This design comes from an exercise in tuning for small area and a short achievable clock period on the open sky130 flow, not from production work. No run shown here included a check of the RTL's function; only the layout flow was run. Power and IR drop assume default switching activity.

==> config.mk <==
export PLATFORM = sky130hd
export DESIGN_NAME = multiplier_logic
export DESIGN_NICKNAME = multiplier_logic
export VERILOG_FILES = /design/flow/design.v
export SDC_FILE = /design/flow/constraint.sdc
export NUM_CORES = 4
export LEC_CHECK = 0
export CAP_MARGIN = 20
export CORE_MARGIN = 2
export CORE_UTILIZATION = 40
export SLEW_MARGIN = 20
==> constraint.sdc <==
create_clock -name core_clock -period 4.5 [get_ports {clk}]
set_input_delay 0.9000 -clock core_clock [delete_from_list [all_inputs] [get_ports {clk}]]
set_output_delay 0.9000 -clock core_clock [all_outputs]
set_load 0.01 [all_outputs]
==> design.v <==
module multiplier_logic (
    input  wire        clk,
    input  wire        rst_n,
    input  wire [15:0] a,
    input  wire [15:0] b,
    output reg  [31:0] y
);
  reg r1_a0;
  reg r1_a1;
  reg r1_a2;
  reg r1_a3;
  reg r1_a4;
  reg r1_a5;
  reg r1_a6;
  reg r1_a7;
  reg r1_a8;
  reg r1_a9;
  reg r1_a10;
  reg r1_a11;
  reg r1_a12;
  reg r1_a13;
  reg r1_a14;
  reg r1_a15;
  reg r1_b0;
  reg r1_b1;
  reg r1_b2;
  reg r1_b3;
  reg r1_b4;
  reg r1_b5;
  reg r1_b6;
  reg r1_b7;
  reg r1_b8;
  reg r1_b9;
  reg r1_b10;
  reg r1_b11;
  reg r1_b12;
  reg r1_b13;
  reg r1_b14;
  reg r1_b15;
  reg r2_p1;
  reg r2_s257;
  reg r2_s261;
  reg r2_s267;
  reg r2_c268;
  reg r2_s273;
  reg r2_c272;
  reg r2_s279;
  reg r2_c274;
  reg r2_s285;
  reg r2_s287;
  reg r2_c288;
  reg r2_s297;
  reg r2_c296;
  reg r2_s305;
  reg r2_s307;
  reg r2_c298;
  reg r2_s317;
  reg r2_c308;
  reg r2_s319;
  reg r2_c320;
  reg r2_s331;
  reg r2_s333;
  reg r2_s343;
  reg r2_s345;
  reg r2_c332;
  reg r2_c334;
  reg r2_s347;
  reg r2_s359;
  reg r2_s361;
  reg r2_c348;
  reg r2_s363;
  reg r2_s377;
  reg r2_c364;
  reg r2_s379;
  reg r2_s381;
  reg r2_c380;
  reg r2_c382;
  reg r2_s399;
  reg r2_s401;
  reg r2_s415;
  reg r2_s417;
  reg r2_c400;
  reg r2_s419;
  reg r2_c402;
  reg r2_s421;
  reg r2_s437;
  reg r2_c420;
  reg r2_c422;
  reg r2_s439;
  reg r2_s441;
  reg r2_s453;
  reg r2_s455;
  reg r2_c440;
  reg r2_s457;
  reg r2_c442;
  reg r2_s459;
  reg r2_c458;
  reg r2_c460;
  reg r2_s475;
  reg r2_s477;
  reg r2_s489;
  reg r2_c476;
  reg r2_s491;
  reg r2_c478;
  reg r2_s493;
  reg r2_s503;
  reg r2_s505;
  reg r2_c492;
  reg r2_c494;
  reg r2_s507;
  reg r2_c508;
  reg r2_s519;
  reg r2_s521;
  reg r2_s531;
  reg r2_c520;
  reg r2_c522;
  reg r2_s533;
  reg r2_s539;
  reg r2_s541;
  reg r2_c534;
  reg r2_s543;
  reg r2_c542;
  reg r2_s549;
  reg r2_c544;
  reg r2_s551;
  reg r2_c552;
  reg r2_s559;
  reg r2_s563;
  reg r2_c560;
  reg r2_s565;
  reg r2_c564;
  reg r2_s569;
  reg r2_c566;
  reg r2_s573;
  reg r2_s575;
  reg r2_c574;
  reg r2_p256;
  reg r2_c576;
  reg r3_r2_p1;
  reg r3_r2_s257;
  reg r3_r2_s261;
  reg r3_r2_s267;
  reg r3_s577;
  reg r3_s581;
  reg r3_s585;
  reg r3_s589;
  reg r3_c590;
  reg r3_s593;
  reg r3_c592;
  reg r3_s595;
  reg r3_c594;
  reg r3_c596;
  reg r3_s597;
  reg r3_s599;
  reg r3_s601;
  reg r3_c602;
  reg r3_s605;
  reg r3_c606;
  reg r3_s609;
  reg r3_c610;
  reg r3_s613;
  reg r3_c614;
  reg r3_s619;
  reg r3_s623;
  reg r3_s625;
  reg r3_s633;
  reg r3_s639;
  reg r3_c634;
  reg r3_c640;
  reg r3_s645;
  reg r3_c646;
  reg r3_s651;
  reg r3_c652;
  reg r3_s655;
  reg r3_s659;
  reg r3_c656;
  reg r3_c660;
  reg r3_s663;
  reg r3_c664;
  reg r3_s667;
  reg r3_c668;
  reg r3_s669;
  reg r3_s671;
  reg r3_c670;
  reg r3_c672;
  reg r3_s673;
  reg r3_r2_s573;
  reg r3_c674;
  reg r3_r2_c574;
  reg r3_r2_s575;
  reg r3_r2_c576;
  reg r3_r2_p256;
  wire p1 = r1_a0 & r1_b0;
  wire p2 = r1_a1 & r1_b0;
  wire p3 = r1_a2 & r1_b0;
  wire p4 = r1_a3 & r1_b0;
  wire p5 = r1_a4 & r1_b0;
  wire p6 = r1_a5 & r1_b0;
  wire p7 = r1_a6 & r1_b0;
  wire p8 = r1_a7 & r1_b0;
  wire p9 = r1_a8 & r1_b0;
  wire p10 = r1_a9 & r1_b0;
  wire p11 = r1_a10 & r1_b0;
  wire p12 = r1_a11 & r1_b0;
  wire p13 = r1_a12 & r1_b0;
  wire p14 = r1_a13 & r1_b0;
  wire p15 = r1_a14 & r1_b0;
  wire p16 = r1_a15 & r1_b0;
  wire p17 = r1_a0 & r1_b1;
  wire p18 = r1_a1 & r1_b1;
  wire p19 = r1_a2 & r1_b1;
  wire p20 = r1_a3 & r1_b1;
  wire p21 = r1_a4 & r1_b1;
  wire p22 = r1_a5 & r1_b1;
  wire p23 = r1_a6 & r1_b1;
  wire p24 = r1_a7 & r1_b1;
  wire p25 = r1_a8 & r1_b1;
  wire p26 = r1_a9 & r1_b1;
  wire p27 = r1_a10 & r1_b1;
  wire p28 = r1_a11 & r1_b1;
  wire p29 = r1_a12 & r1_b1;
  wire p30 = r1_a13 & r1_b1;
  wire p31 = r1_a14 & r1_b1;
  wire p32 = r1_a15 & r1_b1;
  wire p33 = r1_a0 & r1_b2;
  wire p34 = r1_a1 & r1_b2;
  wire p35 = r1_a2 & r1_b2;
  wire p36 = r1_a3 & r1_b2;
  wire p37 = r1_a4 & r1_b2;
  wire p38 = r1_a5 & r1_b2;
  wire p39 = r1_a6 & r1_b2;
  wire p40 = r1_a7 & r1_b2;
  wire p41 = r1_a8 & r1_b2;
  wire p42 = r1_a9 & r1_b2;
  wire p43 = r1_a10 & r1_b2;
  wire p44 = r1_a11 & r1_b2;
  wire p45 = r1_a12 & r1_b2;
  wire p46 = r1_a13 & r1_b2;
  wire p47 = r1_a14 & r1_b2;
  wire p48 = r1_a15 & r1_b2;
  wire p49 = r1_a0 & r1_b3;
  wire p50 = r1_a1 & r1_b3;
  wire p51 = r1_a2 & r1_b3;
  wire p52 = r1_a3 & r1_b3;
  wire p53 = r1_a4 & r1_b3;
  wire p54 = r1_a5 & r1_b3;
  wire p55 = r1_a6 & r1_b3;
  wire p56 = r1_a7 & r1_b3;
  wire p57 = r1_a8 & r1_b3;
  wire p58 = r1_a9 & r1_b3;
  wire p59 = r1_a10 & r1_b3;
  wire p60 = r1_a11 & r1_b3;
  wire p61 = r1_a12 & r1_b3;
  wire p62 = r1_a13 & r1_b3;
  wire p63 = r1_a14 & r1_b3;
  wire p64 = r1_a15 & r1_b3;
  wire p65 = r1_a0 & r1_b4;
  wire p66 = r1_a1 & r1_b4;
  wire p67 = r1_a2 & r1_b4;
  wire p68 = r1_a3 & r1_b4;
  wire p69 = r1_a4 & r1_b4;
  wire p70 = r1_a5 & r1_b4;
  wire p71 = r1_a6 & r1_b4;
  wire p72 = r1_a7 & r1_b4;
  wire p73 = r1_a8 & r1_b4;
  wire p74 = r1_a9 & r1_b4;
  wire p75 = r1_a10 & r1_b4;
  wire p76 = r1_a11 & r1_b4;
  wire p77 = r1_a12 & r1_b4;
  wire p78 = r1_a13 & r1_b4;
  wire p79 = r1_a14 & r1_b4;
  wire p80 = r1_a15 & r1_b4;
  wire p81 = r1_a0 & r1_b5;
  wire p82 = r1_a1 & r1_b5;
  wire p83 = r1_a2 & r1_b5;
  wire p84 = r1_a3 & r1_b5;
  wire p85 = r1_a4 & r1_b5;
  wire p86 = r1_a5 & r1_b5;
  wire p87 = r1_a6 & r1_b5;
  wire p88 = r1_a7 & r1_b5;
  wire p89 = r1_a8 & r1_b5;
  wire p90 = r1_a9 & r1_b5;
  wire p91 = r1_a10 & r1_b5;
  wire p92 = r1_a11 & r1_b5;
  wire p93 = r1_a12 & r1_b5;
  wire p94 = r1_a13 & r1_b5;
  wire p95 = r1_a14 & r1_b5;
  wire p96 = r1_a15 & r1_b5;
  wire p97 = r1_a0 & r1_b6;
  wire p98 = r1_a1 & r1_b6;
  wire p99 = r1_a2 & r1_b6;
  wire p100 = r1_a3 & r1_b6;
  wire p101 = r1_a4 & r1_b6;
  wire p102 = r1_a5 & r1_b6;
  wire p103 = r1_a6 & r1_b6;
  wire p104 = r1_a7 & r1_b6;
  wire p105 = r1_a8 & r1_b6;
  wire p106 = r1_a9 & r1_b6;
  wire p107 = r1_a10 & r1_b6;
  wire p108 = r1_a11 & r1_b6;
  wire p109 = r1_a12 & r1_b6;
  wire p110 = r1_a13 & r1_b6;
  wire p111 = r1_a14 & r1_b6;
  wire p112 = r1_a15 & r1_b6;
  wire p113 = r1_a0 & r1_b7;
  wire p114 = r1_a1 & r1_b7;
  wire p115 = r1_a2 & r1_b7;
  wire p116 = r1_a3 & r1_b7;
  wire p117 = r1_a4 & r1_b7;
  wire p118 = r1_a5 & r1_b7;
  wire p119 = r1_a6 & r1_b7;
  wire p120 = r1_a7 & r1_b7;
  wire p121 = r1_a8 & r1_b7;
  wire p122 = r1_a9 & r1_b7;
  wire p123 = r1_a10 & r1_b7;
  wire p124 = r1_a11 & r1_b7;
  wire p125 = r1_a12 & r1_b7;
  wire p126 = r1_a13 & r1_b7;
  wire p127 = r1_a14 & r1_b7;
  wire p128 = r1_a15 & r1_b7;
  wire p129 = r1_a0 & r1_b8;
  wire p130 = r1_a1 & r1_b8;
  wire p131 = r1_a2 & r1_b8;
  wire p132 = r1_a3 & r1_b8;
  wire p133 = r1_a4 & r1_b8;
  wire p134 = r1_a5 & r1_b8;
  wire p135 = r1_a6 & r1_b8;
  wire p136 = r1_a7 & r1_b8;
  wire p137 = r1_a8 & r1_b8;
  wire p138 = r1_a9 & r1_b8;
  wire p139 = r1_a10 & r1_b8;
  wire p140 = r1_a11 & r1_b8;
  wire p141 = r1_a12 & r1_b8;
  wire p142 = r1_a13 & r1_b8;
  wire p143 = r1_a14 & r1_b8;
  wire p144 = r1_a15 & r1_b8;
  wire p145 = r1_a0 & r1_b9;
  wire p146 = r1_a1 & r1_b9;
  wire p147 = r1_a2 & r1_b9;
  wire p148 = r1_a3 & r1_b9;
  wire p149 = r1_a4 & r1_b9;
  wire p150 = r1_a5 & r1_b9;
  wire p151 = r1_a6 & r1_b9;
  wire p152 = r1_a7 & r1_b9;
  wire p153 = r1_a8 & r1_b9;
  wire p154 = r1_a9 & r1_b9;
  wire p155 = r1_a10 & r1_b9;
  wire p156 = r1_a11 & r1_b9;
  wire p157 = r1_a12 & r1_b9;
  wire p158 = r1_a13 & r1_b9;
  wire p159 = r1_a14 & r1_b9;
  wire p160 = r1_a15 & r1_b9;
  wire p161 = r1_a0 & r1_b10;
  wire p162 = r1_a1 & r1_b10;
  wire p163 = r1_a2 & r1_b10;
  wire p164 = r1_a3 & r1_b10;
  wire p165 = r1_a4 & r1_b10;
  wire p166 = r1_a5 & r1_b10;
  wire p167 = r1_a6 & r1_b10;
  wire p168 = r1_a7 & r1_b10;
  wire p169 = r1_a8 & r1_b10;
  wire p170 = r1_a9 & r1_b10;
  wire p171 = r1_a10 & r1_b10;
  wire p172 = r1_a11 & r1_b10;
  wire p173 = r1_a12 & r1_b10;
  wire p174 = r1_a13 & r1_b10;
  wire p175 = r1_a14 & r1_b10;
  wire p176 = r1_a15 & r1_b10;
  wire p177 = r1_a0 & r1_b11;
  wire p178 = r1_a1 & r1_b11;
  wire p179 = r1_a2 & r1_b11;
  wire p180 = r1_a3 & r1_b11;
  wire p181 = r1_a4 & r1_b11;
  wire p182 = r1_a5 & r1_b11;
  wire p183 = r1_a6 & r1_b11;
  wire p184 = r1_a7 & r1_b11;
  wire p185 = r1_a8 & r1_b11;
  wire p186 = r1_a9 & r1_b11;
  wire p187 = r1_a10 & r1_b11;
  wire p188 = r1_a11 & r1_b11;
  wire p189 = r1_a12 & r1_b11;
  wire p190 = r1_a13 & r1_b11;
  wire p191 = r1_a14 & r1_b11;
  wire p192 = r1_a15 & r1_b11;
  wire p193 = r1_a0 & r1_b12;
  wire p194 = r1_a1 & r1_b12;
  wire p195 = r1_a2 & r1_b12;
  wire p196 = r1_a3 & r1_b12;
  wire p197 = r1_a4 & r1_b12;
  wire p198 = r1_a5 & r1_b12;
  wire p199 = r1_a6 & r1_b12;
  wire p200 = r1_a7 & r1_b12;
  wire p201 = r1_a8 & r1_b12;
  wire p202 = r1_a9 & r1_b12;
  wire p203 = r1_a10 & r1_b12;
  wire p204 = r1_a11 & r1_b12;
  wire p205 = r1_a12 & r1_b12;
  wire p206 = r1_a13 & r1_b12;
  wire p207 = r1_a14 & r1_b12;
  wire p208 = r1_a15 & r1_b12;
  wire p209 = r1_a0 & r1_b13;
  wire p210 = r1_a1 & r1_b13;
  wire p211 = r1_a2 & r1_b13;
  wire p212 = r1_a3 & r1_b13;
  wire p213 = r1_a4 & r1_b13;
  wire p214 = r1_a5 & r1_b13;
  wire p215 = r1_a6 & r1_b13;
  wire p216 = r1_a7 & r1_b13;
  wire p217 = r1_a8 & r1_b13;
  wire p218 = r1_a9 & r1_b13;
  wire p219 = r1_a10 & r1_b13;
  wire p220 = r1_a11 & r1_b13;
  wire p221 = r1_a12 & r1_b13;
  wire p222 = r1_a13 & r1_b13;
  wire p223 = r1_a14 & r1_b13;
  wire p224 = r1_a15 & r1_b13;
  wire p225 = r1_a0 & r1_b14;
  wire p226 = r1_a1 & r1_b14;
  wire p227 = r1_a2 & r1_b14;
  wire p228 = r1_a3 & r1_b14;
  wire p229 = r1_a4 & r1_b14;
  wire p230 = r1_a5 & r1_b14;
  wire p231 = r1_a6 & r1_b14;
  wire p232 = r1_a7 & r1_b14;
  wire p233 = r1_a8 & r1_b14;
  wire p234 = r1_a9 & r1_b14;
  wire p235 = r1_a10 & r1_b14;
  wire p236 = r1_a11 & r1_b14;
  wire p237 = r1_a12 & r1_b14;
  wire p238 = r1_a13 & r1_b14;
  wire p239 = r1_a14 & r1_b14;
  wire p240 = r1_a15 & r1_b14;
  wire p241 = r1_a0 & r1_b15;
  wire p242 = r1_a1 & r1_b15;
  wire p243 = r1_a2 & r1_b15;
  wire p244 = r1_a3 & r1_b15;
  wire p245 = r1_a4 & r1_b15;
  wire p246 = r1_a5 & r1_b15;
  wire p247 = r1_a6 & r1_b15;
  wire p248 = r1_a7 & r1_b15;
  wire p249 = r1_a8 & r1_b15;
  wire p250 = r1_a9 & r1_b15;
  wire p251 = r1_a10 & r1_b15;
  wire p252 = r1_a11 & r1_b15;
  wire p253 = r1_a12 & r1_b15;
  wire p254 = r1_a13 & r1_b15;
  wire p255 = r1_a14 & r1_b15;
  wire p256 = r1_a15 & r1_b15;
  wire s257 = p17 ^ p2;
  wire c258 = p17 & p2;
  wire s259 = p18 ^ p3 ^ p33;
  wire c260 = (p18 & p3) | (p18 & p33) | (p3 & p33);
  wire s261 = c258 ^ s259;
  wire c262 = c258 & s259;
  wire s263 = p19 ^ p34 ^ p4;
  wire c264 = (p19 & p34) | (p19 & p4) | (p34 & p4);
  wire s265 = p49 ^ c260 ^ s263;
  wire c266 = (p49 & c260) | (p49 & s263) | (c260 & s263);
  wire s267 = c262 ^ s265;
  wire c268 = c262 & s265;
  wire s269 = p20 ^ p35 ^ p5;
  wire c270 = (p20 & p35) | (p20 & p5) | (p35 & p5);
  wire s271 = p50 ^ p65 ^ c264;
  wire c272 = (p50 & p65) | (p50 & c264) | (p65 & c264);
  wire s273 = s269 ^ c266 ^ s271;
  wire c274 = (s269 & c266) | (s269 & s271) | (c266 & s271);
  wire s275 = p21 ^ p36 ^ p51;
  wire c276 = (p21 & p36) | (p21 & p51) | (p36 & p51);
  wire s277 = p6 ^ p66 ^ p81;
  wire c278 = (p6 & p66) | (p6 & p81) | (p66 & p81);
  wire s279 = c270 ^ s275 ^ s277;
  wire c280 = (c270 & s275) | (c270 & s277) | (s275 & s277);
  wire s281 = p22 ^ p37 ^ p52;
  wire c282 = (p22 & p37) | (p22 & p52) | (p37 & p52);
  wire s283 = p67 ^ p7 ^ p82;
  wire c284 = (p67 & p7) | (p67 & p82) | (p7 & p82);
  wire s285 = p97 ^ c276 ^ c278;
  wire c286 = (p97 & c276) | (p97 & c278) | (c276 & c278);
  wire s287 = s281 ^ s283 ^ c280;
  wire c288 = (s281 & s283) | (s281 & c280) | (s283 & c280);
  wire s289 = p113 ^ p23 ^ p38;
  wire c290 = (p113 & p23) | (p113 & p38) | (p23 & p38);
  wire s291 = p53 ^ p68 ^ p8;
  wire c292 = (p53 & p68) | (p53 & p8) | (p68 & p8);
  wire s293 = p83 ^ p98 ^ c282;
  wire c294 = (p83 & p98) | (p83 & c282) | (p98 & c282);
  wire s295 = c284 ^ s289 ^ s291;
  wire c296 = (c284 & s289) | (c284 & s291) | (s289 & s291);
  wire s297 = c286 ^ s293 ^ s295;
  wire c298 = (c286 & s293) | (c286 & s295) | (s293 & s295);
  wire s299 = p114 ^ p129 ^ p24;
  wire c300 = (p114 & p129) | (p114 & p24) | (p129 & p24);
  wire s301 = p39 ^ p54 ^ p69;
  wire c302 = (p39 & p54) | (p39 & p69) | (p54 & p69);
  wire s303 = p84 ^ p9 ^ p99;
  wire c304 = (p84 & p9) | (p84 & p99) | (p9 & p99);
  wire s305 = c290 ^ c292 ^ s299;
  wire c306 = (c290 & c292) | (c290 & s299) | (c292 & s299);
  wire s307 = s301 ^ s303 ^ c294;
  wire c308 = (s301 & s303) | (s301 & c294) | (s303 & c294);
  wire s309 = p10 ^ p100 ^ p115;
  wire c310 = (p10 & p100) | (p10 & p115) | (p100 & p115);
  wire s311 = p130 ^ p145 ^ p25;
  wire c312 = (p130 & p145) | (p130 & p25) | (p145 & p25);
  wire s313 = p40 ^ p55 ^ p70;
  wire c314 = (p40 & p55) | (p40 & p70) | (p55 & p70);
  wire s315 = p85 ^ c300 ^ c302;
  wire c316 = (p85 & c300) | (p85 & c302) | (c300 & c302);
  wire s317 = c304 ^ s309 ^ s311;
  wire c318 = (c304 & s309) | (c304 & s311) | (s309 & s311);
  wire s319 = s313 ^ c306 ^ s315;
  wire c320 = (s313 & c306) | (s313 & s315) | (c306 & s315);
  wire s321 = p101 ^ p11 ^ p116;
  wire c322 = (p101 & p11) | (p101 & p116) | (p11 & p116);
  wire s323 = p131 ^ p146 ^ p161;
  wire c324 = (p131 & p146) | (p131 & p161) | (p146 & p161);
  wire s325 = p26 ^ p41 ^ p56;
  wire c326 = (p26 & p41) | (p26 & p56) | (p41 & p56);
  wire s327 = p71 ^ p86 ^ c310;
  wire c328 = (p71 & p86) | (p71 & c310) | (p86 & c310);
  wire s329 = c312 ^ c314 ^ s321;
  wire c330 = (c312 & c314) | (c312 & s321) | (c314 & s321);
  wire s331 = s323 ^ s325 ^ c316;
  wire c332 = (s323 & s325) | (s323 & c316) | (s325 & c316);
  wire s333 = c318 ^ s327 ^ s329;
  wire c334 = (c318 & s327) | (c318 & s329) | (s327 & s329);
  wire s335 = p102 ^ p117 ^ p12;
  wire c336 = (p102 & p117) | (p102 & p12) | (p117 & p12);
  wire s337 = p132 ^ p147 ^ p162;
  wire c338 = (p132 & p147) | (p132 & p162) | (p147 & p162);
  wire s339 = p177 ^ p27 ^ p42;
  wire c340 = (p177 & p27) | (p177 & p42) | (p27 & p42);
  wire s341 = p57 ^ p72 ^ p87;
  wire c342 = (p57 & p72) | (p57 & p87) | (p72 & p87);
  wire s343 = c322 ^ c324 ^ c326;
  wire c344 = (c322 & c324) | (c322 & c326) | (c324 & c326);
  wire s345 = s335 ^ s337 ^ s339;
  wire c346 = (s335 & s337) | (s335 & s339) | (s337 & s339);
  wire s347 = s341 ^ c328 ^ c330;
  wire c348 = (s341 & c328) | (s341 & c330) | (c328 & c330);
  wire s349 = p103 ^ p118 ^ p13;
  wire c350 = (p103 & p118) | (p103 & p13) | (p118 & p13);
  wire s351 = p133 ^ p148 ^ p163;
  wire c352 = (p133 & p148) | (p133 & p163) | (p148 & p163);
  wire s353 = p178 ^ p193 ^ p28;
  wire c354 = (p178 & p193) | (p178 & p28) | (p193 & p28);
  wire s355 = p43 ^ p58 ^ p73;
  wire c356 = (p43 & p58) | (p43 & p73) | (p58 & p73);
  wire s357 = p88 ^ c336 ^ c338;
  wire c358 = (p88 & c336) | (p88 & c338) | (c336 & c338);
  wire s359 = c340 ^ c342 ^ s349;
  wire c360 = (c340 & c342) | (c340 & s349) | (c342 & s349);
  wire s361 = s351 ^ s353 ^ s355;
  wire c362 = (s351 & s353) | (s351 & s355) | (s353 & s355);
  wire s363 = c344 ^ c346 ^ s357;
  wire c364 = (c344 & c346) | (c344 & s357) | (c346 & s357);
  wire s365 = p104 ^ p119 ^ p134;
  wire c366 = (p104 & p119) | (p104 & p134) | (p119 & p134);
  wire s367 = p14 ^ p149 ^ p164;
  wire c368 = (p14 & p149) | (p14 & p164) | (p149 & p164);
  wire s369 = p179 ^ p194 ^ p209;
  wire c370 = (p179 & p194) | (p179 & p209) | (p194 & p209);
  wire s371 = p29 ^ p44 ^ p59;
  wire c372 = (p29 & p44) | (p29 & p59) | (p44 & p59);
  wire s373 = p74 ^ p89 ^ c350;
  wire c374 = (p74 & p89) | (p74 & c350) | (p89 & c350);
  wire s375 = c352 ^ c354 ^ c356;
  wire c376 = (c352 & c354) | (c352 & c356) | (c354 & c356);
  wire s377 = s365 ^ s367 ^ s369;
  wire c378 = (s365 & s367) | (s365 & s369) | (s367 & s369);
  wire s379 = s371 ^ c358 ^ c360;
  wire c380 = (s371 & c358) | (s371 & c360) | (c358 & c360);
  wire s381 = c362 ^ s373 ^ s375;
  wire c382 = (c362 & s373) | (c362 & s375) | (s373 & s375);
  wire s383 = p105 ^ p120 ^ p135;
  wire c384 = (p105 & p120) | (p105 & p135) | (p120 & p135);
  wire s385 = p15 ^ p150 ^ p165;
  wire c386 = (p15 & p150) | (p15 & p165) | (p150 & p165);
  wire s387 = p180 ^ p195 ^ p210;
  wire c388 = (p180 & p195) | (p180 & p210) | (p195 & p210);
  wire s389 = p225 ^ p30 ^ p45;
  wire c390 = (p225 & p30) | (p225 & p45) | (p30 & p45);
  wire s391 = p60 ^ p75 ^ p90;
  wire c392 = (p60 & p75) | (p60 & p90) | (p75 & p90);
  wire s393 = c366 ^ c368 ^ c370;
  wire c394 = (c366 & c368) | (c366 & c370) | (c368 & c370);
  wire s395 = c372 ^ s383 ^ s385;
  wire c396 = (c372 & s383) | (c372 & s385) | (s383 & s385);
  wire s397 = s387 ^ s389 ^ s391;
  wire c398 = (s387 & s389) | (s387 & s391) | (s389 & s391);
  wire s399 = c374 ^ c376 ^ c378;
  wire c400 = (c374 & c376) | (c374 & c378) | (c376 & c378);
  wire s401 = s393 ^ s395 ^ s397;
  wire c402 = (s393 & s395) | (s393 & s397) | (s395 & s397);
  wire s403 = p106 ^ p121 ^ p136;
  wire c404 = (p106 & p121) | (p106 & p136) | (p121 & p136);
  wire s405 = p151 ^ p16 ^ p166;
  wire c406 = (p151 & p16) | (p151 & p166) | (p16 & p166);
  wire s407 = p181 ^ p196 ^ p211;
  wire c408 = (p181 & p196) | (p181 & p211) | (p196 & p211);
  wire s409 = p226 ^ p241 ^ p31;
  wire c410 = (p226 & p241) | (p226 & p31) | (p241 & p31);
  wire s411 = p46 ^ p61 ^ p76;
  wire c412 = (p46 & p61) | (p46 & p76) | (p61 & p76);
  wire s413 = p91 ^ c384 ^ c386;
  wire c414 = (p91 & c384) | (p91 & c386) | (c384 & c386);
  wire s415 = c388 ^ c390 ^ c392;
  wire c416 = (c388 & c390) | (c388 & c392) | (c390 & c392);
  wire s417 = s403 ^ s405 ^ s407;
  wire c418 = (s403 & s405) | (s403 & s407) | (s405 & s407);
  wire s419 = s409 ^ s411 ^ c394;
  wire c420 = (s409 & s411) | (s409 & c394) | (s411 & c394);
  wire s421 = c396 ^ c398 ^ s413;
  wire c422 = (c396 & c398) | (c396 & s413) | (c398 & s413);
  wire s423 = p107 ^ p122 ^ p137;
  wire c424 = (p107 & p122) | (p107 & p137) | (p122 & p137);
  wire s425 = p152 ^ p167 ^ p182;
  wire c426 = (p152 & p167) | (p152 & p182) | (p167 & p182);
  wire s427 = p197 ^ p212 ^ p227;
  wire c428 = (p197 & p212) | (p197 & p227) | (p212 & p227);
  wire s429 = p242 ^ p32 ^ p47;
  wire c430 = (p242 & p32) | (p242 & p47) | (p32 & p47);
  wire s431 = p62 ^ p77 ^ p92;
  wire c432 = (p62 & p77) | (p62 & p92) | (p77 & p92);
  wire s433 = c404 ^ c406 ^ c408;
  wire c434 = (c404 & c406) | (c404 & c408) | (c406 & c408);
  wire s435 = c410 ^ c412 ^ s423;
  wire c436 = (c410 & c412) | (c410 & s423) | (c412 & s423);
  wire s437 = s425 ^ s427 ^ s429;
  wire c438 = (s425 & s427) | (s425 & s429) | (s427 & s429);
  wire s439 = s431 ^ c414 ^ c416;
  wire c440 = (s431 & c414) | (s431 & c416) | (c414 & c416);
  wire s441 = c418 ^ s433 ^ s435;
  wire c442 = (c418 & s433) | (c418 & s435) | (s433 & s435);
  wire s443 = p108 ^ p123 ^ p138;
  wire c444 = (p108 & p123) | (p108 & p138) | (p123 & p138);
  wire s445 = p153 ^ p168 ^ p183;
  wire c446 = (p153 & p168) | (p153 & p183) | (p168 & p183);
  wire s447 = p198 ^ p213 ^ p228;
  wire c448 = (p198 & p213) | (p198 & p228) | (p213 & p228);
  wire s449 = p243 ^ p48 ^ p63;
  wire c450 = (p243 & p48) | (p243 & p63) | (p48 & p63);
  wire s451 = p78 ^ p93 ^ c424;
  wire c452 = (p78 & p93) | (p78 & c424) | (p93 & c424);
  wire s453 = c426 ^ c428 ^ c430;
  wire c454 = (c426 & c428) | (c426 & c430) | (c428 & c430);
  wire s455 = c432 ^ s443 ^ s445;
  wire c456 = (c432 & s443) | (c432 & s445) | (s443 & s445);
  wire s457 = s447 ^ s449 ^ c434;
  wire c458 = (s447 & s449) | (s447 & c434) | (s449 & c434);
  wire s459 = c436 ^ c438 ^ s451;
  wire c460 = (c436 & c438) | (c436 & s451) | (c438 & s451);
  wire s461 = p109 ^ p124 ^ p139;
  wire c462 = (p109 & p124) | (p109 & p139) | (p124 & p139);
  wire s463 = p154 ^ p169 ^ p184;
  wire c464 = (p154 & p169) | (p154 & p184) | (p169 & p184);
  wire s465 = p199 ^ p214 ^ p229;
  wire c466 = (p199 & p214) | (p199 & p229) | (p214 & p229);
  wire s467 = p244 ^ p64 ^ p79;
  wire c468 = (p244 & p64) | (p244 & p79) | (p64 & p79);
  wire s469 = p94 ^ c444 ^ c446;
  wire c470 = (p94 & c444) | (p94 & c446) | (c444 & c446);
  wire s471 = c448 ^ c450 ^ s461;
  wire c472 = (c448 & c450) | (c448 & s461) | (c450 & s461);
  wire s473 = s463 ^ s465 ^ s467;
  wire c474 = (s463 & s465) | (s463 & s467) | (s465 & s467);
  wire s475 = c452 ^ c454 ^ c456;
  wire c476 = (c452 & c454) | (c452 & c456) | (c454 & c456);
  wire s477 = s469 ^ s471 ^ s473;
  wire c478 = (s469 & s471) | (s469 & s473) | (s471 & s473);
  wire s479 = p110 ^ p125 ^ p140;
  wire c480 = (p110 & p125) | (p110 & p140) | (p125 & p140);
  wire s481 = p155 ^ p170 ^ p185;
  wire c482 = (p155 & p170) | (p155 & p185) | (p170 & p185);
  wire s483 = p200 ^ p215 ^ p230;
  wire c484 = (p200 & p215) | (p200 & p230) | (p215 & p230);
  wire s485 = p245 ^ p80 ^ p95;
  wire c486 = (p245 & p80) | (p245 & p95) | (p80 & p95);
  wire s487 = c462 ^ c464 ^ c466;
  wire c488 = (c462 & c464) | (c462 & c466) | (c464 & c466);
  wire s489 = c468 ^ s479 ^ s481;
  wire c490 = (c468 & s479) | (c468 & s481) | (s479 & s481);
  wire s491 = s483 ^ s485 ^ c470;
  wire c492 = (s483 & s485) | (s483 & c470) | (s485 & c470);
  wire s493 = c472 ^ c474 ^ s487;
  wire c494 = (c472 & c474) | (c472 & s487) | (c474 & s487);
  wire s495 = p111 ^ p126 ^ p141;
  wire c496 = (p111 & p126) | (p111 & p141) | (p126 & p141);
  wire s497 = p156 ^ p171 ^ p186;
  wire c498 = (p156 & p171) | (p156 & p186) | (p171 & p186);
  wire s499 = p201 ^ p216 ^ p231;
  wire c500 = (p201 & p216) | (p201 & p231) | (p216 & p231);
  wire s501 = p246 ^ p96 ^ c480;
  wire c502 = (p246 & p96) | (p246 & c480) | (p96 & c480);
  wire s503 = c482 ^ c484 ^ c486;
  wire c504 = (c482 & c484) | (c482 & c486) | (c484 & c486);
  wire s505 = s495 ^ s497 ^ s499;
  wire c506 = (s495 & s497) | (s495 & s499) | (s497 & s499);
  wire s507 = c488 ^ c490 ^ s501;
  wire c508 = (c488 & c490) | (c488 & s501) | (c490 & s501);
  wire s509 = p112 ^ p127 ^ p142;
  wire c510 = (p112 & p127) | (p112 & p142) | (p127 & p142);
  wire s511 = p157 ^ p172 ^ p187;
  wire c512 = (p157 & p172) | (p157 & p187) | (p172 & p187);
  wire s513 = p202 ^ p217 ^ p232;
  wire c514 = (p202 & p217) | (p202 & p232) | (p217 & p232);
  wire s515 = p247 ^ c496 ^ c498;
  wire c516 = (p247 & c496) | (p247 & c498) | (c496 & c498);
  wire s517 = c500 ^ s509 ^ s511;
  wire c518 = (c500 & s509) | (c500 & s511) | (s509 & s511);
  wire s519 = s513 ^ c502 ^ c504;
  wire c520 = (s513 & c502) | (s513 & c504) | (c502 & c504);
  wire s521 = c506 ^ s515 ^ s517;
  wire c522 = (c506 & s515) | (c506 & s517) | (s515 & s517);
  wire s523 = p128 ^ p143 ^ p158;
  wire c524 = (p128 & p143) | (p128 & p158) | (p143 & p158);
  wire s525 = p173 ^ p188 ^ p203;
  wire c526 = (p173 & p188) | (p173 & p203) | (p188 & p203);
  wire s527 = p218 ^ p233 ^ p248;
  wire c528 = (p218 & p233) | (p218 & p248) | (p233 & p248);
  wire s529 = c510 ^ c512 ^ c514;
  wire c530 = (c510 & c512) | (c510 & c514) | (c512 & c514);
  wire s531 = s523 ^ s525 ^ s527;
  wire c532 = (s523 & s525) | (s523 & s527) | (s525 & s527);
  wire s533 = c516 ^ c518 ^ s529;
  wire c534 = (c516 & c518) | (c516 & s529) | (c518 & s529);
  wire s535 = p144 ^ p159 ^ p174;
  wire c536 = (p144 & p159) | (p144 & p174) | (p159 & p174);
  wire s537 = p189 ^ p204 ^ p219;
  wire c538 = (p189 & p204) | (p189 & p219) | (p204 & p219);
  wire s539 = p234 ^ p249 ^ c524;
  wire c540 = (p234 & p249) | (p234 & c524) | (p249 & c524);
  wire s541 = c526 ^ c528 ^ s535;
  wire c542 = (c526 & c528) | (c526 & s535) | (c528 & s535);
  wire s543 = s537 ^ c530 ^ c532;
  wire c544 = (s537 & c530) | (s537 & c532) | (c530 & c532);
  wire s545 = p160 ^ p175 ^ p190;
  wire c546 = (p160 & p175) | (p160 & p190) | (p175 & p190);
  wire s547 = p205 ^ p220 ^ p235;
  wire c548 = (p205 & p220) | (p205 & p235) | (p220 & p235);
  wire s549 = p250 ^ c536 ^ c538;
  wire c550 = (p250 & c536) | (p250 & c538) | (c536 & c538);
  wire s551 = s545 ^ s547 ^ c540;
  wire c552 = (s545 & s547) | (s545 & c540) | (s547 & c540);
  wire s553 = p176 ^ p191 ^ p206;
  wire c554 = (p176 & p191) | (p176 & p206) | (p191 & p206);
  wire s555 = p221 ^ p236 ^ p251;
  wire c556 = (p221 & p236) | (p221 & p251) | (p236 & p251);
  wire s557 = c546 ^ c548 ^ s553;
  wire c558 = (c546 & c548) | (c546 & s553) | (c548 & s553);
  wire s559 = s555 ^ c550 ^ s557;
  wire c560 = (s555 & c550) | (s555 & s557) | (c550 & s557);
  wire s561 = p192 ^ p207 ^ p222;
  wire c562 = (p192 & p207) | (p192 & p222) | (p207 & p222);
  wire s563 = p237 ^ p252 ^ c554;
  wire c564 = (p237 & p252) | (p237 & c554) | (p252 & c554);
  wire s565 = c556 ^ s561 ^ c558;
  wire c566 = (c556 & s561) | (c556 & c558) | (s561 & c558);
  wire s567 = p208 ^ p223 ^ p238;
  wire c568 = (p208 & p223) | (p208 & p238) | (p223 & p238);
  wire s569 = p253 ^ c562 ^ s567;
  wire c570 = (p253 & c562) | (p253 & s567) | (c562 & s567);
  wire s571 = p224 ^ p239 ^ p254;
  wire c572 = (p224 & p239) | (p224 & p254) | (p239 & p254);
  wire s573 = c568 ^ s571 ^ c570;
  wire c574 = (c568 & s571) | (c568 & c570) | (s571 & c570);
  wire s575 = p240 ^ p255 ^ c572;
  wire c576 = (p240 & p255) | (p240 & c572) | (p255 & c572);
  wire s577 = r2_c268 ^ r2_s273;
  wire c578 = r2_c268 & r2_s273;
  wire s579 = r2_c272 ^ r2_c274 ^ r2_s279;
  wire c580 = (r2_c272 & r2_c274) | (r2_c272 & r2_s279) | (r2_c274 & r2_s279);
  wire s581 = c578 ^ s579;
  wire c582 = c578 & s579;
  wire s583 = r2_s285 ^ r2_s287 ^ c580;
  wire c584 = (r2_s285 & r2_s287) | (r2_s285 & c580) | (r2_s287 & c580);
  wire s585 = c582 ^ s583;
  wire c586 = c582 & s583;
  wire s587 = r2_c288 ^ r2_s297 ^ c584;
  wire c588 = (r2_c288 & r2_s297) | (r2_c288 & c584) | (r2_s297 & c584);
  wire s589 = c586 ^ s587;
  wire c590 = c586 & s587;
  wire s591 = r2_c296 ^ r2_c298 ^ r2_s305;
  wire c592 = (r2_c296 & r2_c298) | (r2_c296 & r2_s305) | (r2_c298 & r2_s305);
  wire s593 = r2_s307 ^ s591 ^ c588;
  wire c594 = (r2_s307 & s591) | (r2_s307 & c588) | (s591 & c588);
  wire s595 = r2_c308 ^ r2_s317 ^ r2_s319;
  wire c596 = (r2_c308 & r2_s317) | (r2_c308 & r2_s319) | (r2_s317 & r2_s319);
  wire s597 = r2_c320 ^ r2_s331 ^ r2_s333;
  wire c598 = (r2_c320 & r2_s331) | (r2_c320 & r2_s333) | (r2_s331 & r2_s333);
  wire s599 = r2_c332 ^ r2_c334 ^ r2_s343;
  wire c600 = (r2_c332 & r2_c334) | (r2_c332 & r2_s343) | (r2_c334 & r2_s343);
  wire s601 = r2_s345 ^ r2_s347 ^ c598;
  wire c602 = (r2_s345 & r2_s347) | (r2_s345 & c598) | (r2_s347 & c598);
  wire s603 = r2_c348 ^ r2_s359 ^ r2_s361;
  wire c604 = (r2_c348 & r2_s359) | (r2_c348 & r2_s361) | (r2_s359 & r2_s361);
  wire s605 = r2_s363 ^ c600 ^ s603;
  wire c606 = (r2_s363 & c600) | (r2_s363 & s603) | (c600 & s603);
  wire s607 = r2_c364 ^ r2_s377 ^ r2_s379;
  wire c608 = (r2_c364 & r2_s377) | (r2_c364 & r2_s379) | (r2_s377 & r2_s379);
  wire s609 = r2_s381 ^ c604 ^ s607;
  wire c610 = (r2_s381 & c604) | (r2_s381 & s607) | (c604 & s607);
  wire s611 = r2_c380 ^ r2_c382 ^ r2_s399;
  wire c612 = (r2_c380 & r2_c382) | (r2_c380 & r2_s399) | (r2_c382 & r2_s399);
  wire s613 = r2_s401 ^ c608 ^ s611;
  wire c614 = (r2_s401 & c608) | (r2_s401 & s611) | (c608 & s611);
  wire s615 = r2_c400 ^ r2_c402 ^ r2_s415;
  wire c616 = (r2_c400 & r2_c402) | (r2_c400 & r2_s415) | (r2_c402 & r2_s415);
  wire s617 = r2_s417 ^ r2_s419 ^ r2_s421;
  wire c618 = (r2_s417 & r2_s419) | (r2_s417 & r2_s421) | (r2_s419 & r2_s421);
  wire s619 = c612 ^ s615 ^ s617;
  wire c620 = (c612 & s615) | (c612 & s617) | (s615 & s617);
  wire s621 = r2_c420 ^ r2_c422 ^ r2_s437;
  wire c622 = (r2_c420 & r2_c422) | (r2_c420 & r2_s437) | (r2_c422 & r2_s437);
  wire s623 = r2_s439 ^ r2_s441 ^ c616;
  wire c624 = (r2_s439 & r2_s441) | (r2_s439 & c616) | (r2_s441 & c616);
  wire s625 = c618 ^ s621 ^ c620;
  wire c626 = (c618 & s621) | (c618 & c620) | (s621 & c620);
  wire s627 = r2_c440 ^ r2_c442 ^ r2_s453;
  wire c628 = (r2_c440 & r2_c442) | (r2_c440 & r2_s453) | (r2_c442 & r2_s453);
  wire s629 = r2_s455 ^ r2_s457 ^ r2_s459;
  wire c630 = (r2_s455 & r2_s457) | (r2_s455 & r2_s459) | (r2_s457 & r2_s459);
  wire s631 = c622 ^ s627 ^ s629;
  wire c632 = (c622 & s627) | (c622 & s629) | (s627 & s629);
  wire s633 = c624 ^ s631 ^ c626;
  wire c634 = (c624 & s631) | (c624 & c626) | (s631 & c626);
  wire s635 = r2_c458 ^ r2_c460 ^ r2_s475;
  wire c636 = (r2_c458 & r2_c460) | (r2_c458 & r2_s475) | (r2_c460 & r2_s475);
  wire s637 = r2_s477 ^ c628 ^ c630;
  wire c638 = (r2_s477 & c628) | (r2_s477 & c630) | (c628 & c630);
  wire s639 = s635 ^ c632 ^ s637;
  wire c640 = (s635 & c632) | (s635 & s637) | (c632 & s637);
  wire s641 = r2_c476 ^ r2_c478 ^ r2_s489;
  wire c642 = (r2_c476 & r2_c478) | (r2_c476 & r2_s489) | (r2_c478 & r2_s489);
  wire s643 = r2_s491 ^ r2_s493 ^ c636;
  wire c644 = (r2_s491 & r2_s493) | (r2_s491 & c636) | (r2_s493 & c636);
  wire s645 = s641 ^ c638 ^ s643;
  wire c646 = (s641 & c638) | (s641 & s643) | (c638 & s643);
  wire s647 = r2_c492 ^ r2_c494 ^ r2_s503;
  wire c648 = (r2_c492 & r2_c494) | (r2_c492 & r2_s503) | (r2_c494 & r2_s503);
  wire s649 = r2_s505 ^ r2_s507 ^ c642;
  wire c650 = (r2_s505 & r2_s507) | (r2_s505 & c642) | (r2_s507 & c642);
  wire s651 = s647 ^ c644 ^ s649;
  wire c652 = (s647 & c644) | (s647 & s649) | (c644 & s649);
  wire s653 = r2_c508 ^ r2_s519 ^ r2_s521;
  wire c654 = (r2_c508 & r2_s519) | (r2_c508 & r2_s521) | (r2_s519 & r2_s521);
  wire s655 = c648 ^ s653 ^ c650;
  wire c656 = (c648 & s653) | (c648 & c650) | (s653 & c650);
  wire s657 = r2_c520 ^ r2_c522 ^ r2_s531;
  wire c658 = (r2_c520 & r2_c522) | (r2_c520 & r2_s531) | (r2_c522 & r2_s531);
  wire s659 = r2_s533 ^ c654 ^ s657;
  wire c660 = (r2_s533 & c654) | (r2_s533 & s657) | (c654 & s657);
  wire s661 = r2_c534 ^ r2_s539 ^ r2_s541;
  wire c662 = (r2_c534 & r2_s539) | (r2_c534 & r2_s541) | (r2_s539 & r2_s541);
  wire s663 = r2_s543 ^ c658 ^ s661;
  wire c664 = (r2_s543 & c658) | (r2_s543 & s661) | (c658 & s661);
  wire s665 = r2_c542 ^ r2_c544 ^ r2_s549;
  wire c666 = (r2_c542 & r2_c544) | (r2_c542 & r2_s549) | (r2_c544 & r2_s549);
  wire s667 = r2_s551 ^ c662 ^ s665;
  wire c668 = (r2_s551 & c662) | (r2_s551 & s665) | (c662 & s665);
  wire s669 = r2_c552 ^ r2_s559 ^ c666;
  wire c670 = (r2_c552 & r2_s559) | (r2_c552 & c666) | (r2_s559 & c666);
  wire s671 = r2_c560 ^ r2_s563 ^ r2_s565;
  wire c672 = (r2_c560 & r2_s563) | (r2_c560 & r2_s565) | (r2_s563 & r2_s565);
  wire s673 = r2_c564 ^ r2_c566 ^ r2_s569;
  wire c674 = (r2_c564 & r2_c566) | (r2_c564 & r2_s569) | (r2_c566 & r2_s569);
  wire s675 = r3_c592 ^ r3_c594;
  wire c676 = r3_c592 & r3_c594;
  wire s677 = r3_c596 ^ r3_s597;
  wire c678 = r3_c596 & r3_s597;
  wire s679 = r3_s599 ^ r3_s601;
  wire c680 = r3_s599 & r3_s601;
  wire s681 = r3_c602 ^ r3_s605;
  wire c682 = r3_c602 & r3_s605;
  wire s683 = r3_c606 ^ r3_s609;
  wire c684 = r3_c606 & r3_s609;
  wire s685 = r3_c610 ^ r3_s613;
  wire c686 = r3_c610 & r3_s613;
  wire s687 = r3_c614 ^ r3_s619;
  wire c688 = r3_c614 & r3_s619;
  wire s689 = r3_s623 ^ r3_s625;
  wire c690 = r3_s623 & r3_s625;
  wire [31:0] ra = {1'b0, r3_r2_c576, r3_r2_c574, r3_c674, r3_c672, r3_c670, r3_c668, r3_c664, r3_c660, r3_c656, r3_c652, r3_c646, r3_c640, r3_c634, r3_s633, c688, c686, c684, c682, c680, c678, c676, r3_s595, r3_c590, r3_s589, r3_s585, r3_s581, r3_s577, r3_r2_s267, r3_r2_s261, r3_r2_s257, r3_r2_p1};
  wire [31:0] rb = {1'b0, r3_r2_p256, r3_r2_s575, r3_r2_s573, r3_s673, r3_s671, r3_s669, r3_s667, r3_s663, r3_s659, r3_s655, r3_s651, r3_s645, r3_s639, c690, s689, s687, s685, s683, s681, s679, s677, s675, r3_s593, 1'b0, 1'b0, 1'b0, 1'b0, 1'b0, 1'b0, 1'b0, 1'b0};
  wire [31:0] prod = ra + rb;
  reg [31:0] q4;
  always @(posedge clk) q4 <= prod;
  always @(posedge clk) begin
    r1_a0 <= a[0];
    r1_a1 <= a[1];
    r1_a2 <= a[2];
    r1_a3 <= a[3];
    r1_a4 <= a[4];
    r1_a5 <= a[5];
    r1_a6 <= a[6];
    r1_a7 <= a[7];
    r1_a8 <= a[8];
    r1_a9 <= a[9];
    r1_a10 <= a[10];
    r1_a11 <= a[11];
    r1_a12 <= a[12];
    r1_a13 <= a[13];
    r1_a14 <= a[14];
    r1_a15 <= a[15];
    r1_b0 <= b[0];
    r1_b1 <= b[1];
    r1_b2 <= b[2];
    r1_b3 <= b[3];
    r1_b4 <= b[4];
    r1_b5 <= b[5];
    r1_b6 <= b[6];
    r1_b7 <= b[7];
    r1_b8 <= b[8];
    r1_b9 <= b[9];
    r1_b10 <= b[10];
    r1_b11 <= b[11];
    r1_b12 <= b[12];
    r1_b13 <= b[13];
    r1_b14 <= b[14];
    r1_b15 <= b[15];
    r2_p1 <= p1;
    r2_s257 <= s257;
    r2_s261 <= s261;
    r2_s267 <= s267;
    r2_c268 <= c268;
    r2_s273 <= s273;
    r2_c272 <= c272;
    r2_s279 <= s279;
    r2_c274 <= c274;
    r2_s285 <= s285;
    r2_s287 <= s287;
    r2_c288 <= c288;
    r2_s297 <= s297;
    r2_c296 <= c296;
    r2_s305 <= s305;
    r2_s307 <= s307;
    r2_c298 <= c298;
    r2_s317 <= s317;
    r2_c308 <= c308;
    r2_s319 <= s319;
    r2_c320 <= c320;
    r2_s331 <= s331;
    r2_s333 <= s333;
    r2_s343 <= s343;
    r2_s345 <= s345;
    r2_c332 <= c332;
    r2_c334 <= c334;
    r2_s347 <= s347;
    r2_s359 <= s359;
    r2_s361 <= s361;
    r2_c348 <= c348;
    r2_s363 <= s363;
    r2_s377 <= s377;
    r2_c364 <= c364;
    r2_s379 <= s379;
    r2_s381 <= s381;
    r2_c380 <= c380;
    r2_c382 <= c382;
    r2_s399 <= s399;
    r2_s401 <= s401;
    r2_s415 <= s415;
    r2_s417 <= s417;
    r2_c400 <= c400;
    r2_s419 <= s419;
    r2_c402 <= c402;
    r2_s421 <= s421;
    r2_s437 <= s437;
    r2_c420 <= c420;
    r2_c422 <= c422;
    r2_s439 <= s439;
    r2_s441 <= s441;
    r2_s453 <= s453;
    r2_s455 <= s455;
    r2_c440 <= c440;
    r2_s457 <= s457;
    r2_c442 <= c442;
    r2_s459 <= s459;
    r2_c458 <= c458;
    r2_c460 <= c460;
    r2_s475 <= s475;
    r2_s477 <= s477;
    r2_s489 <= s489;
    r2_c476 <= c476;
    r2_s491 <= s491;
    r2_c478 <= c478;
    r2_s493 <= s493;
    r2_s503 <= s503;
    r2_s505 <= s505;
    r2_c492 <= c492;
    r2_c494 <= c494;
    r2_s507 <= s507;
    r2_c508 <= c508;
    r2_s519 <= s519;
    r2_s521 <= s521;
    r2_s531 <= s531;
    r2_c520 <= c520;
    r2_c522 <= c522;
    r2_s533 <= s533;
    r2_s539 <= s539;
    r2_s541 <= s541;
    r2_c534 <= c534;
    r2_s543 <= s543;
    r2_c542 <= c542;
    r2_s549 <= s549;
    r2_c544 <= c544;
    r2_s551 <= s551;
    r2_c552 <= c552;
    r2_s559 <= s559;
    r2_s563 <= s563;
    r2_c560 <= c560;
    r2_s565 <= s565;
    r2_c564 <= c564;
    r2_s569 <= s569;
    r2_c566 <= c566;
    r2_s573 <= s573;
    r2_s575 <= s575;
    r2_c574 <= c574;
    r2_p256 <= p256;
    r2_c576 <= c576;
    r3_r2_p1 <= r2_p1;
    r3_r2_s257 <= r2_s257;
    r3_r2_s261 <= r2_s261;
    r3_r2_s267 <= r2_s267;
    r3_s577 <= s577;
    r3_s581 <= s581;
    r3_s585 <= s585;
    r3_s589 <= s589;
    r3_c590 <= c590;
    r3_s593 <= s593;
    r3_c592 <= c592;
    r3_s595 <= s595;
    r3_c594 <= c594;
    r3_c596 <= c596;
    r3_s597 <= s597;
    r3_s599 <= s599;
    r3_s601 <= s601;
    r3_c602 <= c602;
    r3_s605 <= s605;
    r3_c606 <= c606;
    r3_s609 <= s609;
    r3_c610 <= c610;
    r3_s613 <= s613;
    r3_c614 <= c614;
    r3_s619 <= s619;
    r3_s623 <= s623;
    r3_s625 <= s625;
    r3_s633 <= s633;
    r3_s639 <= s639;
    r3_c634 <= c634;
    r3_c640 <= c640;
    r3_s645 <= s645;
    r3_c646 <= c646;
    r3_s651 <= s651;
    r3_c652 <= c652;
    r3_s655 <= s655;
    r3_s659 <= s659;
    r3_c656 <= c656;
    r3_c660 <= c660;
    r3_s663 <= s663;
    r3_c664 <= c664;
    r3_s667 <= s667;
    r3_c668 <= c668;
    r3_s669 <= s669;
    r3_s671 <= s671;
    r3_c670 <= c670;
    r3_c672 <= c672;
    r3_s673 <= s673;
    r3_r2_s573 <= r2_s573;
    r3_c674 <= c674;
    r3_r2_c574 <= r2_c574;
    r3_r2_s575 <= r2_s575;
    r3_r2_c576 <= r2_c576;
    r3_r2_p256 <= r2_p256;
  end
  reg [3:0] v;
  always @(posedge clk) begin
    if (!rst_n) begin
      v <= 4'd0;
      y <= 32'd0;
    end else begin
      v <= {v[2:0], 1'b1};
      y <= v[3] ? q4 : 32'd0;
    end
  end
endmodule
==> run.sh <==
#!/bin/bash
# synth_recipe.tcl (not shown) runs the flow's synth.tcl, then flattens the netlist and writes it again
# the make line also repeats each setting of config.mk as NAME=value (left out here)
make -C /OpenROAD-flow-scripts/flow DESIGN_CONFIG=/design/flow/config.mk WORK_HOME=/design/flow/orfs CLKGATE_MAP_FILE= SYNTH_SCRIPT=/design/flow/synth_recipe.tcl finish
==> impl_metrics.json, run 1 <==
{
  "status": "complete, no violations",
  "cp_max_fo": 16,
  "drc": 0,
  "die_h_um": 183,
  "top_usage_layer": "met2",
  "clock_skew_ns": 0.0116,
  "power_frac_clock_pct": 25.8,
  "worstRegToRegCells": 5,
  "drt_wl_total_mm": 25.7,
  "num-nets-final": 1480,
  "synth_area_per_cell_um2": 11.1,
  "dp_hpwl_mm": 18.7,
  "synth_top_area_share_pct": 39.4,
  "max_stage_delay_ns": 0.78,
  "worst_hold_path_type": "flip-flop to flip-flop",
  "synth-async-reset-ratio_pct": 0,
  "clk_path_buf_depth": 3,
  "cts_max_level": 1,
  "cts.repair.resized": 0,
  "postCtsSetupBuffers": 0,
  "post_cts_hold_buffer_count": 0,
  "final_cells": 1625,
  "switching_share_pct": 33.5,
  "rsz0062_at_grt": "no",
  "use_met3_pct": 2.60,
  "hold_viol": 0,
  "syn_nets": 1427,
  "cellPowerDensity_nw_per_um2": 569,
  "die_width_um": 183,
  "relSlewSlack_pct": 35.5,
  "worst_slew_pin_slew_ns": 0.965,
  "crit-reg2reg-launch": "r1_b8",
  "setup_viol": 0,
  "cp_common_cell": "fa_1",
  "wire_per_inst_um": 15.8,
  "area_growth_pct": 14.7,
  "netlist_area_um2": 12800,
  "cts_root_buf": "clkbuf_16",
  "required_ns": 4.89,
  "ys_types": 43,
  "synth_cells": 1152,
  "power.total_mw": 8.38,
  "cts_tree": "built",
  "hp-start": "r3_r2_s267",
  "crit_chain": "nand2_1 > fa_1 > inv_1 > fa_1 > fa_1",
  "grt_overflow": 0,
  "grt_pass1_wl_mm": 42.6,
  "clock.fmax_mhz": 369,
  "fin_setup_tns_ns": 0,
  "drt-initial-drc-count": 345,
  "cts_buffers": 27,
  "synth_area_leaders": "dfxtp_1, fa_1, and2_1, inv_1, nand2_1",
  "clk_latency_ns": 0.52,
  "rrSetupSlack_ns": 1.79,
  "start_util_pct": 40.7,
  "hold_end": "q4[3]",
  "dp_cells": 1578,
  "routed_via_density": 4.54,
  "reg2reg_to": "r2_s441",
  "grt_usage_pct": 16.1,
  "switchingPower_mw": 2.81,
  "whs_path_depth": 0,
  "drtAntennaViolNets": 0,
  "dr.pass1.iters": 5,
  "io_buffers": 65,
  "synth_seq_cells": 253,
  "timing.hold.ws_ns": 0.324,
  "clock_sinks": 253,
  "vias": 7381,
  "drv_cap": 0,
  "critPathLaunchType": "flip-flop",
  "internal_power_mw": 5.57,
  "seqPwrFrac_pct": 38.5,
  "pre_cts_ws_ns": 1.78,
  "drive_above_1_share_pct": 4.42,
  "synth_warnings": 1,
  "layout_min_cycle_time_ns": 2.71,
  "arrival_ns": 3.10,
  "finalMaxSlewViolations": 0,
  "yosys-top-cells-count": "dfxtp_1, fa_1, inv_1",
  "synth_edf_count": 0,
  "antenna_found_initial": 0,
  "path_clk_slew_ns": 0.06,
  "critPathKind": "flip-flop to flip-flop",
  "top_regs": "q4: 32 flops, y: 32 flops, v: 4 flops",
  "placeableCoreArea_um2": 31600,
  "p_comb_share_pct": 35.7,
  "fin_ws_ns": 1.79,
  "synth_top_cell_by_area": "dfxtp_1",
  "use_met1_pct": 24.0,
  "synth_most_common_cell": "dfxtp_1",
  "gp_congestion": 0.870,
  "critPathSlowestCell": "dfxtp_1",
  "met2_usage_pct": 24.3,
  "ys_seq_area_share_pct": 39.4,
  "endpoint_kind": "flip-flop",
  "cp-startpoint": "r1_b8",
  "rows": 65,
  "post-route-period-util_pct": 60.2,
  "synthFlopType": "dfxtp_1",
  "ir_worst_vdd_mv": 0.294,
  "p_leak_nw": 6.97,
  "grt_pass1_vias": 7970,
  "grt_max_degree": 37,
  "num_antenna_cells": 0,
  "io_pins": 66,
  "dieArea_um2": 33600
}
placed cells by master, fill, tap and decap left out, drive strengths merged, types with 2 or more instances in the layout:
master,count
clkinv,4
clkinvlp,3
a31oi,2
xnor2,10
bufinv,2
a21o,11
xor2,8
o21ai,11
and3,38
nor2,6
a211oi,2
a311oi,2
o2111a,2
nand2,148
dfxtp,253
clkdlybuf4s50,65
o211ai,2
inv,205
a21oi,21
nor2b,2
nand3,4
a221o,2
o21a,2
fa,203
ha,38
and2,129
clkbuf,36
power groups by stage:
stage          Clock [mW]  Combinational, mW  Sequential [mW]
5_1_grt              2.33               3.51             3.29
2_1_floorplan           0               2.29             3.14
4_1_cts              2.24               3.03             3.23
3_3_place_gp            0               2.97             3.27
3_5_place_dp            0               3.01             3.28
6_report             2.16               2.99             3.23
critical path: cells and delay by family (launching register included):
kind / cells / cell delay [ns]
adders and majority gates: 3 / 1.56
DFF: 1 / 0.78
and+or+nand+nor: 1 / 0.18
buffers and inverters: 1 / 0.05
final cells by class:
class,instances,area [um^2]
clock buffers,36,769
clock inverters,11,120
fillers,2868,16800
inverters,203,762
multi-input cells,655,6850
flip-flops and latches,253,5060
well taps,402,503
repair buffers,65,651
logic make-up after synthesis:
group / Yosys count / share of synthesized area [%]
AOI/OAI and AO/OA: 64 / 3.53
xor gates and xnor gates: 18 / 1.23
DFF: 253 / 39.4
buffers and inverters: 244 / 7.19
adders and majority gates: 241 / 35.4
and+or+nand+nor: 332 / 13.3
metal layers:
layer | vias to the layer above | share of wire (%) | routed length (um)
met4 | 0 | 1.9 | 486
li1 | 3529 | - | -
met5 | - | 0 | 0
met2 | 253 | 42 | 10700
met1 | 3563 | 49 | 12700
met3 | 36 | 7.1 | 1820
worst max-delay path by stage:
stage | to | slack (ns)
final | r2_s441 | 1.79
after global routing | r2_s441 | 1.64
after CTS | r2_s441 | 1.76
after detailed placement | r2_s441 | 1.78
after global placement | r2_s441 | 1.82
after floorplan | r2_s441 | 2.09
through the flow:
stage | area, um^2 | util (%)
after floorplan | 12800 | -
after CTS | 14700 | 46.7
after detailed placement | 13800 | 43.8
final | 14700 | 46.7
after global placement | 13800 | 43.8
after global routing | 14700 | 46.7
==> run 2: changes to the inputs <==
--- a/config.mk
+++ b/config.mk
@@ -6,6 +6,8 @@
 export NUM_CORES = 4
 export LEC_CHECK = 0
+export ABC_CLOCK_PERIOD_IN_PS = 1600
 export CAP_MARGIN = 20
 export CORE_MARGIN = 2
 export CORE_UTILIZATION = 40
+export SETUP_SLACK_MARGIN = 2.5
 export SLEW_MARGIN = 20
==> run 2 against run 1 <==
Net effect:
- critical path depth is 1 higher
- cell area is 15% higher
- still clean
- critical endpoint is now r2_s477
- setup slack improved by 0.41 ns
- hold slack lost 0.00058 ns
==> impl_metrics.json, run 2 <==
{
  "drc": 0,
  "layout_min_cycle_time_ns": 2.30,
  "required_ns": 4.94,
  "io_pins": 66,
  "dp_hpwl_mm": 19.1,
  "vias": 8060,
  "p_leak_nw": 7.83,
  "crit_chain": "and2_4 > fa_2 > inv_1 > fa_1 > inv_2 > fa_1",
  "rrSetupSlack_ns": 2.20,
  "clock.fmax_mhz": 434,
  "worst_slew_pin_slew_ns": 0.948,
  "num-nets-final": 1607,
  "hold_viol": 0,
  "area_growth_pct": 31.5,
  "num_antenna_cells": 0,
  "grt_pass1_vias": 8649,
  "clock_skew_ns": 0.0155,
  "gp_congestion": 0.875,
  "ys_seq_area_share_pct": 39.4,
  "clock_sinks": 253,
  "grt_pass1_wl_mm": 46.2,
  "setup_viol": 0,
  "dieArea_um2": 33600,
  "synth_area_leaders": "dfxtp_1, fa_1, and2_1, inv_1, nand2_1",
  "routed_via_density": 4.59,
  "antenna_found_initial": 2,
  "start_util_pct": 40.7,
  "cts_root_buf": "clkbuf_16",
  "synth_edf_count": 0,
  "cp_max_fo": 8,
  "top_regs": "q4: 32 flops, y: 32 flops, v: 4 flops",
  "layout_commonest_cell": "dfxtp_1",
  "grt_max_degree": 37,
  "rsz0062_at_grt": "yes",
  "whs_path_depth": 0,
  "die_h_um": 183,
  "multiInputGateArea_um2": 7680,
  "placeableCoreArea_um2": 31600,
  "cellPowerDensity_nw_per_um2": 600,
  "max_stage_delay_ns": 0.55,
  "drtAntennaViolNets": 0,
  "clk_path_buf_depth": 3,
  "crit-reg2reg-launch": "r1_a12",
  "worstRegToRegCells": 6,
  "synth_most_common_cell": "dfxtp_1",
  "cp_common_cell": "fa_1",
  "synth_area_per_cell_um2": 11.1,
  "rows": 65,
  "pre_cts_ws_ns": 2.08,
  "cts_max_level": 1,
  "synth_warnings": 1,
  "drt_wl_total_mm": 29.2,
  "relSlewSlack_pct": 36.6,
  "grt_overflow": 0,
  "post-route-period-util_pct": 51.2,
  "critPathLaunchType": "flip-flop",
  "arrival_ns": 2.74,
  "cts_tree": "built",
  "finalMaxSlewViolations": 0,
  "io_buffers": 65,
  "drive_above_1_share_pct": 36.8,
  "fin_setup_tns_ns": 0,
  "final_cell_mix": "dfxtp_1, inv_1, fa_1",
  "dr.pass1.iters": 7,
  "fin_util_pct": 53.5,
  "cts_buffers": 28,
  "yosys-top-cells-count": "dfxtp_1, fa_1, inv_1",
  "critPathKind": "flip-flop to flip-flop",
  "timing.hold.ws_ns": 0.323,
  "ir_worst_vdd_mv": 0.390,
  "hold_end": "q4[2]",
  "synth_cells": 1152,
  "wire_per_inst_um": 16.6,
  "grt_usage_pct": 17.8,
  "clk_latency_ns": 0.56,
  "critPathSlowestCell": "fa_2",
  "endpoint_kind": "flip-flop",
  "seqCellArea_um2": 5190,
  "path_clk_slew_ns": 0.07,
  "syn_nets": 1427,
  "worst_hold_path_type": "flip-flop to flip-flop",
  "die_width_um": 183,
  "drv_cap": 0,
  "ys_types": 43,
  "netlist_area_um2": 12800,
  "power.total_mw": 10.1,
  "synth-async-reset-ratio_pct": 0,
  "reg2reg_to": "r2_s477",
  "drt-initial-drc-count": 577,
  "hp-start": "r3_r2_s261",
  "synthFlopType": "dfxtp_1",
  "synth_top_cell_by_area": "dfxtp_1",
  "post_cts_hold_buffer_count": 0,
  "status": "complete, no violations",
  "n_fill_cell": 2662,
  "synth_seq_cells": 253,
  "fin_ws_ns": 2.20,
  "synth_top_area_share_pct": 39.4
}
-- run 2: how the worst max path moves through the flow --
stage / endpoint / start / cells after the start / slack (ns)
2_1_floorplan: r2_s477 / r1_b3 / 7 / 2.26
4_1_cts: r2_s441 / r1_b7 / 6 / 2.23
5_1_grt: r2_s297 / r1_b7 / 6 / 2.15
3_3_place_gp: r2_s333 / r1_a3 / 6 / 2.09
3_5_place_dp: r2_s333 / r1_a3 / 6 / 2.08
6_report: r2_s477 / r1_a12 / 6 / 2.20
-- run 2: worst max-delay path, delay by kind of cell, from the launching register on --
kind	cells	cell delay, ns
flip-flops	1	0.40
adder cells (fa/ha/maj)	3	1.49
buffers and inverters	2	0.10
AND/OR/NAND/NOR	1	0.18
-- run 2: where the power goes --
part | switching, mW | leakage, nW | internal (mW)
Sequential | 0.301 | 2.13 | 2.94
Combinational | 2.16 | 5.17 | 2.10
Clock | 0.947 | 0.536 | 1.68
-- run 2: what timing repair did --
| action | in CTS | in global routing |
|---|---|---|
| setup buffers | 108 | 18 |
| endpoints found under the setup margin | 108 | 87 |
| pin swaps | 47 | 54 |
| gates resized for setup | 262 | 115 |
-- run 2: kinds of logic (layout without fill, tap and decap cells) --
kind of cell | count (synthesis) | in the layout | share of synthesized area [%]
compound gates | 64 | 64 | 3.53
xor+xnor | 18 | 18 | 1.23
fa+ha+maj | 241 | 241 | 35.4
buf+inv | 244 | 446 | 7.19
flops | 253 | 253 | 39.4
simple gates | 332 | 332 | 13.3
-- run 2: through the flow --
step	cells	instance area (um^2)
2_1_floorplan	1152	13500
3_3_place_gp	1578	14100
3_5_place_dp	1578	14100
4_1_cts	1738	16400
5_1_grt	1756	16900
6_report	1756	16900
-- run 2: area by class of cell --
type,instances,area share [%]
multi-input combinational,655,45.5
sequential,253,30.8
timing repair buffer,191,9.73
inverter,203,4.51
clock buffer,33,4.50
tap,402,2.98
clock inverter,19,2.00
-- run 2: routing by layer --
metal	track usage (%)	vias up	wire length (um)
li1	-	3787	-
met2	26.6	273	12400
met1	25.4	3927	13500
met4	6.30	4	965
met3	3.91	69	2220
met5	0	-	24

[afterwards: timing with drivers on the ports]
The flow's constraints put no driver on any port. The routed layouts listed below were extracted and timed again, unchanged, in two steps. Step 1 (the two cells are an assumption about what drives the block):
set clk [get_ports {clk}]
set_driving_cell -lib_cell sky130_fd_sc_hd__clkbuf_16 $clk
set_driving_cell -lib_cell sky130_fd_sc_hd__buf_2 [delete_from_list [all_inputs] $clk]
Step 2 adds t to the input delays and takes it off the output delays; t is the mean of the earliest and latest rising clock arrival at the registers after step 1. Input paths then give back, and output paths get back, about the clock's delay inside the block. Three values: no drivers, after step 1, after step 2; two values: the first two.
run | shift t [ns] | slack for setup (ns) | hold slack, ns | clock arrival spread, ns | worst slew at a driven data input, ns
run 1 | 0.567 | 1.790 / 1.790 / 1.790 | 0.324 / 0.324 / 0.324 | 0.012 / 0.012 | 0.03
run 2 | 0.609 | 2.198 / 2.198 / 2.098 | 0.323 / 0.323 / 0.323 | 0.018 / 0.018 | 0.03
After both steps setup and hold are still met in every run listed. For run 2, which loses most, drivers alone change the setup slack by 0.000 ns; drivers and shift together by -0.100 ns.
